Source: an optimization exercise on an open RTL-to-GDS flow (aim: small area). Production flows keep margins and buffers that such runs may drop.
RTL that was checked went through simulation tests only; none was proved equivalent to the original.

Design dct2d_core, start of the top module:
module dct2d_core(clk, reset, din, dout);
input clk, reset;
input  [64-1:0]   din;
output [12*8-1:0] dout;
reg [7:0] oh;
reg [1:0] blk;
always @(posedge clk) begin
    if (!reset) begin
        oh <= 8'd1;
        blk <= 2'd0;
    end else begin
        oh <= {oh[6:0], oh[7]};
        if (oh[7] && blk != 2'd3) blk <= blk + 2'd1;
    end
end
wire valid = blk[1] & (blk[0] | ~(oh[0] | oh[1] | oh[2]));
reg [63:0] d1, d2, d3, d4;
always @(posedge clk) begin
    d1 <= din; d2 <= d1; d3 <= d2; d4 <= d3;
end
wire [64:0] rowc;
dct_row u_row (.din(d4), .dout(rowc));
wire [87:0] colin;
wire [70:0] colc;
xpose_in  u_xin  (.clk(clk), .oh(oh), .rowc(rowc), .colin(colin));
dct_col   u_col  (.din(colin), .dout(colc));
xpose_out u_xout (.clk(clk), .oh(oh), .valid(valid), .colc(colc), .dout(dout));
endmodule
Size in the first run: ~3800 cells after synthesis, about 160 I/O pins, roughly 60000 µm² of cells after synthesis.
export LEC_CHECK = 0
export CAP_MARGIN = 20
export CORE_MARGIN = 2
export CORE_UTILIZATION = 50
export CTS_BUF_LIST = sky130_fd_sc_hd__clkbuf_8
export CTS_CLUSTER_DIAMETER = 60
export CTS_CLUSTER_SIZE = 16
export GPL_ROUTABILITY_DRIVEN = 1
export PLACE_DENSITY = 0.6
export SLEW_MARGIN = 20
export SYNTH_HIERARCHICAL = 1
create_clock -name core_clock -period 14.0 [get_ports {clk}]
run.sh (not shown) runs the stock make flow with config.mk's settings and CLKGATE_MAP_FILE= SYNTH_SCRIPT=/design/flow/synth_recipe.tcl, a recipe that flattens the netlist after the stock synthesis.
The starting point completed with no timing, DRC or antenna violations.
Next try:
--- a/flow/config.mk
+++ b/flow/config.mk
@@ -9,7 +9,7 @@
 export CORE_MARGIN = 2
 export CORE_UTILIZATION = 50
-export CTS_BUF_LIST = sky130_fd_sc_hd__clkbuf_8
-export CTS_CLUSTER_DIAMETER = 60
-export CTS_CLUSTER_SIZE = 16
+export CTS_BUF_LIST = sky130_fd_sc_hd__clkbuf_16
+export CTS_CLUSTER_DIAMETER = 80
+export CTS_CLUSTER_SIZE = 30
 export GPL_ROUTABILITY_DRIVEN = 1
 export PLACE_DENSITY = 0.6
Effect: Core utilization hardly moves. Die area stays the same. Setup slack gets better by 0.062 ns. Worst hold slack gets worse by 0.0038 ns. Final area barely changes. Area after synthesis does not change. Register-to-register slack gets better by 0.06 ns. Sequential share of layout area is about the same. Non-clock buffer count stays the same.
Next try:
==> flow/flow/run.sh (new file) <==
#!/bin/bash
set -euo pipefail
export BUFFER_PORTS_ARGS="-buffer_cell sky130_fd_sc_hd__buf_1"
bash standard.sh > standard_flow.log 2>&1
==> flow/standard.sh (new file) <==
#!/bin/bash
# synth_recipe.tcl (not shown) runs the flow's synth.tcl, then flattens the netlist and writes it again
# the make line also repeats each setting of config.mk as NAME=value (left out here)
make -C /OpenROAD-flow-scripts/flow DESIGN_CONFIG=/design/flow/config.mk WORK_HOME=/design/flow/orfs CLKGATE_MAP_FILE= SYNTH_SCRIPT=/design/flow/synth_recipe.tcl "${@:-finish}"
--- a/flow/config.mk
+++ b/flow/config.mk
@@ -9,7 +9,7 @@
 export CORE_MARGIN = 2
 export CORE_UTILIZATION = 50
-export CTS_BUF_LIST = sky130_fd_sc_hd__clkbuf_16
-export CTS_CLUSTER_DIAMETER = 80
-export CTS_CLUSTER_SIZE = 30
+export CTS_BUF_LIST = sky130_fd_sc_hd__clkbuf_8
+export CTS_CLUSTER_DIAMETER = 60
+export CTS_CLUSTER_SIZE = 16
 export GPL_ROUTABILITY_DRIVEN = 1
 export PLACE_DENSITY = 0.6
removed: flow/run.sh
The new run passed the timing, design-rule and antenna checks. Via count went up by about 1.3%. Cell area decreases by 1.5%. Clock-buffer cell count increases by 48. Sequential cell count is unchanged. First-iteration DRC count came out higher by 2.7%. Die area does not change. Wire length decreases by 1.2%. Clock skew came out higher by 0.040 ns.
Next try:
==> flow/run.sh (new file) <==
#!/bin/bash
# synth_recipe.tcl (not shown) runs the flow's synth.tcl, then flattens the netlist and writes it again
# the make line also repeats each setting of config.mk as NAME=value (left out here)
make -C /OpenROAD-flow-scripts/flow DESIGN_CONFIG=/design/flow/config.mk WORK_HOME=/design/flow/orfs CLKGATE_MAP_FILE= SYNTH_SCRIPT=/design/flow/synth_recipe.tcl finish
--- a/flow/config.mk
+++ b/flow/config.mk
@@ -10,6 +10,6 @@
 export CORE_UTILIZATION = 50
 export CTS_BUF_LIST = sky130_fd_sc_hd__clkbuf_8
-export CTS_CLUSTER_DIAMETER = 60
-export CTS_CLUSTER_SIZE = 16
+export CTS_CLUSTER_DIAMETER = 80
+export CTS_CLUSTER_SIZE = 20
 export GPL_ROUTABILITY_DRIVEN = 1
 export PLACE_DENSITY = 0.6
removed: flow/flow/run.sh
removed: flow/standard.sh
Outcome:
- The new run completed without violations
- synthesized area stays the same
- worst setup slack loses 0.37 ns
- non-clock buffer count went up by 3
- global-route usage went up by 0.41 points
- register-to-register slack loses 0.37 ns
- wire length went up by 1.5%
- clock skew went down by 0.034 ns
- hold slack stays flat


## job 2245
Another version of the RTL of dct2d_core (not shown whole).
Size in the first run: ~3500 cells after synthesis, ~1600 flip-flops.
## dct2d_core
module dct2d_core(clk, reset, din, dout);
input clk, reset;
input  [64-1:0]   din;
output [12*8-1:0] dout;
reg [7:0] oh;
reg [1:0] blk;
always @(posedge clk) begin
    if (!reset) begin
        oh <= 8'd1;
        blk <= 2'd0;
    end else begin
        oh <= {oh[6:0], oh[7]};
        if (oh[7] && blk != 2'd3) blk <= blk + 2'd1;
    end
end
wire valid = blk[1] & (blk[0] | ~(oh[0] | oh[1] | oh[2]));
reg [63:0] d1, d2, d3, d4;
always @(posedge clk) begin
    d1 <= din; d2 <= d1; d3 <= d2; d4 <= d3;
end
wire [64:0] rowc;
dct_row u_row (.din(d4), .dout(rowc));
wire [87:0] colin;
wire [70:0] colc;
xpose_in  u_xin  (.clk(clk), .oh(oh), .rowc(rowc), .colin(colin));
dct_col   u_col  (.din(colin), .dout(colc));
xpose_out u_xout (.clk(clk), .oh(oh), .valid(valid), .colc(colc), .dout(dout));
endmodule
==> flow/config.mk <==
export PLATFORM = sky130hd
export DESIGN_NAME = dct2d_core
export DESIGN_NICKNAME = dct2d_core
export VERILOG_FILES = /design/flow/design.v
export SDC_FILE = /design/flow/constraint.sdc
export NUM_CORES = 4
export LEC_CHECK = 0
export CAP_MARGIN = 20
export CORE_MARGIN = 2
export CORE_UTILIZATION = 50
export CTS_BUF_LIST = sky130_fd_sc_hd__clkbuf_4
export CTS_CLUSTER_DIAMETER = 40
export CTS_CLUSTER_SIZE = 10
export GPL_ROUTABILITY_DRIVEN = 1
export PLACE_DENSITY = 0.6
export SLEW_MARGIN = 20
export SYNTH_HIERARCHICAL = 1
==> flow/constraint.sdc <==
create_clock -name core_clock -period 14.0 [get_ports {clk}]
set_input_delay 2.8000 -clock core_clock [delete_from_list [all_inputs] [get_ports {clk}]]
set_output_delay 2.8000 -clock core_clock [all_outputs]
set_load 0.01 [all_outputs]
standard.sh (not shown) runs the stock make flow with config.mk's settings and CLKGATE_MAP_FILE= SYNTH_SCRIPT=/design/flow/synth_recipe.tcl, a recipe that flattens the netlist after the stock synthesis.
==> flow/flow/run.sh <==
#!/bin/bash
set -euo pipefail
export BUFFER_PORTS_ARGS="-buffer_cell sky130_fd_sc_hd__buf_1"
export CTS_ARGS="-sink_clustering_enable -repair_clock_nets -dont_use_dummy_load -buf_list sky130_fd_sc_hd__clkbuf_4 -sink_clustering_size 10 -sink_clustering_max_diameter 40"
bash standard.sh > standard_flow.log 2>&1
Changes in job 7683 relative to job 2245:
==> flow/flow/run.sh <==
#!/bin/bash
set -euo pipefail
export BUFFER_PORTS_ARGS="-buffer_cell sky130_fd_sc_hd__buf_1"
export CTS_ARGS="-sink_clustering_enable -repair_clock_nets -dont_use_dummy_load -buf_list sky130_fd_sc_hd__clkbuf_4 -sink_clustering_size 12 -sink_clustering_max_diameter 40"
bash standard.sh > standard_flow.log 2>&1
- Cmp job 7683 vs job 2245: wire length of the first global-routing pass lower in job 7683
- Delta (job 7683 minus job 2245): fmax now sits higher, setup slack now sits higher.
What job 7938 does differently from job 7683 at the input level:
- PLACE_DENSITY: 0.6 -> 0.66
- CORE_UTILIZATION: 50 -> 56
[summary]
- Job 7938 — clock period minus final worst setup slack 0.068 ns higher, job 7683 as reference
- Job 7938 has less setup slack than job 7683.
- Diff job 7938 and job 7683: met2 track utilization from global routing higher in job 7938
- Diff job 7938 and job 7683: initial antenna violation count higher in job 7683
#### Input delta (job 8885 over job 7938)
- CORE_UTILIZATION: 56 -> 50
- CTS_CLUSTER_DIAMETER: 40 -> unset
- PLACE_DENSITY: 0.66 -> 0.6
- SLEW_MARGIN: 20 -> 0
- CTS_CLUSTER_SIZE: 10 -> unset
- CAP_MARGIN: 20 -> 0
- CTS_BUF_LIST: sky130_fd_sc_hd__clkbuf_4 -> unset
[summary]
Per the final summary, job 8885 finished and its layout is clean on timing, DRC and antenna.
The via count reported for job 8885 is lower than the one for job 7938.
Job 7938 → job 8885: number of tap cells added at floorplan rose by 16%, number of placement rows rose by 7.
Against job 7938, wire length of the first global-routing pass in job 8885 rose by a few percent.
Job 7938 → job 8885: via count of the first global-routing pass increased by about 1% relative to the old numbers, share of cell area taken by multi-input logic gates decreased by 0.18 points relative to the old numbers, actual transition at the worst max-transition pin increased by 0.024 ns relative to the old numbers, synthesis-to-finish area growth increased by 0.50 points relative to the old numbers, met2 track demand over resource decreased by 3.1 points relative to the old numbers.


Another version of the RTL of dct2d_core (not shown whole).
For scale: about 3,600 cells after synthesis, ~1,600 flip-flops, roughly 58,000 um^2 of cells after synthesis.
Settings: LEC_CHECK=0, CAP_MARGIN=20, CORE_MARGIN=2, CORE_UTILIZATION=50, CTS_BUF_LIST=sky130_fd_sc_hd__clkbuf_4 sky130_fd_sc_hd__clkbuf_8, CTS_CLUSTER_DIAMETER=50, CTS_CLUSTER_SIZE=14, GPL_ROUTABILITY_DRIVEN=1, PLACE_DENSITY=0.6, SLEW_MARGIN=20, SYNTH_HIERARCHICAL=1; clock period 14.0 ns.
==> flow/flow/run.sh <==
#!/bin/bash
set -euo pipefail
export BUFFER_PORTS_ARGS="-buffer_cell sky130_fd_sc_hd__buf_1"
bash standard.sh > standard_flow.log 2>&1
The baseline went through all stages and came out clean.
==> next run, changes <==
- CTS_BUF_LIST: sky130_fd_sc_hd__clkbuf_4 sky130_fd_sc_hd__clkbuf_8 -> sky130_fd_sc_hd__clkbuf_8
- CTS_CLUSTER_DIAMETER: 50 -> 60
- CTS_CLUSTER_SIZE: 14 -> 16
After rerunning: Worst hold slack hardly moves; synthesized area is unchanged; cell area came out lower by about 0.8%; cell count went down by about 0.8%; clock skew grows by 0.016 ns; count of clock-buffer cells in the layout goes down by 37; wire length fell by 0.44%.


RTL: one of the versions met above, not the one the previous note started from.
For scale: ~3500 cells after synthesis, about 1600 flip-flops, ~160 I/O pins, about 0.056 mm² of cells after synthesis.
Settings: LEC_CHECK=0, CAP_MARGIN=20, CORE_MARGIN=2, CORE_UTILIZATION=50, CTS_BUF_LIST=sky130_fd_sc_hd__clkbuf_16, CTS_CLUSTER_DIAMETER=60, CTS_CLUSTER_SIZE=28, GPL_ROUTABILITY_DRIVEN=1, PLACE_DENSITY=0.6, SLEW_MARGIN=20, SYNTH_HIERARCHICAL=1; clock period 14.0 ns.
Scripts as last shown in full above: flow/flow/run.sh
The baseline completed with no timing, DRC or antenna violations.
Edit:
Settings changed: CTS_BUF_LIST sky130_fd_sc_hd__clkbuf_16 to sky130_fd_sc_hd__clkbuf_4, CTS_CLUSTER_DIAMETER 60 to 30, CTS_CLUSTER_SIZE 28 to 12.
Maximum frequency stays flat; area after synthesis does not change; utilization rises by 0.77 points; clock skew goes up by 78 ps.


Another version of the RTL of dct2d_core (not shown whole).
Size in the first run: about 3,800 cells after synthesis, roughly 60,000 um^2 of cells after synthesis.
Settings: LEC_CHECK=0, CAP_MARGIN=20, CORE_MARGIN=2, CORE_UTILIZATION=25, CTS_BUF_LIST=sky130_fd_sc_hd__clkbuf_4, GPL_ROUTABILITY_DRIVEN=1, PLACE_DENSITY=0.35, SLEW_MARGIN=20, SYNTH_HIERARCHICAL=1; clock period 14.0 ns.
run.sh (not shown) runs the stock make flow with config.mk's settings and CLKGATE_MAP_FILE= SYNTH_SCRIPT=/design/flow/synth_recipe.tcl, a recipe that flattens the netlist after the stock synthesis.
Stock flow here: none of the scripts above is used.
Change:
- CORE_UTILIZATION: 25 -> 50
- CTS_BUF_LIST: sky130_fd_sc_hd__clkbuf_4 -> sky130_fd_sc_hd__clkbuf_2
- PLACE_DENSITY: 0.35 -> 0.6
What happened: The new run ran to the end with no violations. Critical path depth is higher by 6. Design area fell by a few percent. Routed wire length drops by about a fifth. Via count came out higher slightly.
No functional check of the RTL was part of any run of this note.


== build 85 ==
RTL: one of the versions met above, not the one the previous note started from.
For scale: about 160 I/O pins.
Settings: LEC_CHECK=0, CAP_MARGIN=20, CORE_MARGIN=2, CORE_UTILIZATION=44, CTS_BUF_LIST=sky130_fd_sc_hd__clkbuf_4, CTS_CLUSTER_DIAMETER=40, CTS_CLUSTER_SIZE=10, GPL_ROUTABILITY_DRIVEN=1, PLACE_DENSITY=0.55, SLEW_MARGIN=20, SYNTH_HIERARCHICAL=1; clock period 14.0 ns.
standard.sh (not shown) runs the stock make flow with config.mk's settings and CLKGATE_MAP_FILE= SYNTH_SCRIPT=/design/flow/synth_recipe.tcl, a recipe that flattens the netlist after the stock synthesis.
==> flow/flow/run.sh <==
#!/bin/bash
set -euo pipefail
export BUFFER_PORTS_ARGS="-buffer_cell sky130_fd_sc_hd__buf_1"
export CTS_ARGS="-sink_clustering_enable -repair_clock_nets -dont_use_dummy_load -buf_list sky130_fd_sc_hd__clkbuf_4 -sink_clustering_size 12 -sink_clustering_max_diameter 40"
bash standard.sh > standard_flow.log 2>&1
Build 85 reached the end of the flow, and the finished layout is clean on the timing, design-rule and antenna checks.
Relative to build 85, the following input files were edited for build 89:
- CORE_UTILIZATION now 50, was 44
- PLACE_DENSITY now 0.6, was 0.55
==> flow/flow/run.sh <==
#!/bin/bash
set -euo pipefail
export BUFFER_PORTS_ARGS="-buffer_cell sky130_fd_sc_hd__buf_1"
bash standard.sh > standard_flow.log 2>&1
[summary]
- From build 85 to build 89 the numbers moved as follows: fmax held, met1 wire length went up 1.4 mm, wire length went down about 2%.
- Side by side, met2 global-route usage turned out higher in build 89 than in build 85.
- Comparing count of TritonRoute iterations in the first routing pass for build 85 and build 89, the bigger number came from build 89.
- Xor-xnor portion of the synthesized cell area: build 85 vs build 89 identical
Modified inputs, build 40 compared to build 89
==> flow/run.sh (new file) <==
#!/bin/bash
# synth_recipe.tcl (not shown) runs the flow's synth.tcl, then flattens the netlist and writes it again
# the make line also repeats each setting of config.mk as NAME=value (left out here)
make -C /OpenROAD-flow-scripts/flow DESIGN_CONFIG=/design/flow/config.mk WORK_HOME=/design/flow/orfs CLKGATE_MAP_FILE= SYNTH_SCRIPT=/design/flow/synth_recipe.tcl finish
removed: flow/flow/run.sh
removed: flow/standard.sh
[summary]
Looking at utilization, build 40 sits above build 89. Sort build 89 and build 40 by first-iteration DRC count desc -> top: build 89. Relative to build 89, the routed wire length measured on build 40 has increased by a few percent.
Inputs modified between build 40 and build 34:
- swapping 40 for 70 in CTS_CLUSTER_DIAMETER
- swapping sky130_fd_sc_hd__clkbuf_4 for sky130_fd_sc_hd__clkbuf_16 in CTS_BUF_LIST
- swapping 10 for 35 in CTS_CLUSTER_SIZE
==> flow/flow/run.sh (new file) <==
#!/bin/bash
set -euo pipefail
export BUFFER_PORTS_ARGS="-buffer_cell sky130_fd_sc_hd__buf_1"
bash standard.sh > standard_flow.log 2>&1
==> flow/standard.sh (new file) <==
#!/bin/bash
# synth_recipe.tcl (not shown) runs the flow's synth.tcl, then flattens the netlist and writes it again
# the make line also repeats each setting of config.mk as NAME=value (left out here)
make -C /OpenROAD-flow-scripts/flow DESIGN_CONFIG=/design/flow/config.mk WORK_HOME=/design/flow/orfs CLKGATE_MAP_FILE= SYNTH_SCRIPT=/design/flow/synth_recipe.tcl "${@:-finish}"
removed: flow/run.sh
--- outcome ---
Per the comparison of build 34 with build 40, routing usage on met2 lower; count of clock-buffer cells in the layout lower. Build 34 vs. build 40: total length of routed met2 wires -6.9%, setup slack has increased, non-filler instance count after layout decreased by 2.4% relative to the old numbers.

==> what the ideal ports hide <==
How much do the figures lean on ideal ports? The routed layouts below were timed once more, with nothing changed but the port constraints. Step 1 assumes that a clkbuf_16 drives the clock port and a buf_2 every other input. Step 2 adds t to the input delays and takes it off the output delays; t is the mean of the earliest and latest rising clock arrival at the registers after step 1. Input paths then give back, and output paths get back, about the clock's delay inside the block. Slacks: ideal / step 1 / step 2; pairs: ideal / step 1.
| run | t, ns | slack for setup (ns) | worst hold slack (ns) | latest minus earliest clock arrival (ns) | cell pins on the clock port's net |
|---|---|---|---|---|---|
| the first run of note 1 | 0.851 | 1.837 / 1.837 / 1.837 | 0.312 / 0.312 / 0.312 | 0.065 / 0.065 | 1 |
| the second run of note 1 | 0.728 | 1.900 / 1.900 / 1.900 | 0.308 / 0.308 / 0.308 | 0.046 / 0.047 | 1 |
| the third run of note 1 | 0.858 | 2.219 / 2.219 / 2.219 | 0.293 / 0.293 / 0.293 | 0.088 / 0.088 | 1 |
| the fourth run of note 1 | 0.845 | 1.854 / 1.854 / 1.854 | 0.294 / 0.294 / 0.294 | 0.051 / 0.051 | 1 |
| job 2245 | 1.087 | 0.942 / 0.942 / 0.942 | 0.251 / 0.251 / 0.251 | 0.173 / 0.173 | 1 |
| job 7683 | 1.080 | 0.995 / 0.995 / 0.995 | 0.237 / 0.237 / 0.237 | 0.188 / 0.188 | 1 |
| job 7938 | 1.086 | 0.926 / 0.926 / 0.926 | 0.257 / 0.257 / 0.257 | 0.112 / 0.112 | 1 |
| job 8885 | 1.080 | 0.995 / 0.995 / 0.995 | 0.237 / 0.237 / 0.237 | 0.188 / 0.188 | 1 |
| the first run of note 3 | 0.875 | 2.018 / 2.018 / 2.018 | 0.291 / 0.291 / 0.291 | 0.054 / 0.054 | 1 |
| the second run of note 3 | 0.857 | 1.985 / 1.985 / 1.985 | 0.290 / 0.290 / 0.290 | 0.078 / 0.078 | 1 |
| the first run of note 4 | 0.744 | 0.919 / 0.919 / 0.919 | 0.306 / 0.306 / 0.306 | 0.040 / 0.041 | 1 |
| the second run of note 4 | 1.196 | 0.948 / 0.948 / 0.948 | 0.273 / 0.273 / 0.273 | 0.123 / 0.123 | 1 |
| the first run of note 5 | 1.349 | 0.458 / 0.458 / 0.458 | 0.247 / 0.247 / 0.247 | 0.152 / 0.151 | 1 |
| the second run of note 5 | 1.602 | 0.355 / 0.355 / 0.355 | 0.214 / 0.214 / 0.214 | 0.227 / 0.226 | 1 |
| build 85 | 1.125 | 0.994 / 0.994 / 0.994 | 0.246 / 0.246 / 0.246 | 0.148 / 0.148 | 1 |
| build 89 | 1.147 | 0.960 / 0.960 / 0.960 | 0.296 / 0.296 / 0.296 | 0.088 / 0.087 | 1 |
| build 40 | 1.122 | 0.920 / 0.920 / 0.920 | 0.278 / 0.278 / 0.278 | 0.089 / 0.088 | 1 |
| build 34 | 0.740 | 0.928 / 0.928 / 0.928 | 0.290 / 0.290 / 0.290 | 0.050 / 0.050 | 1 |
After both steps setup and hold are still met in every run listed.
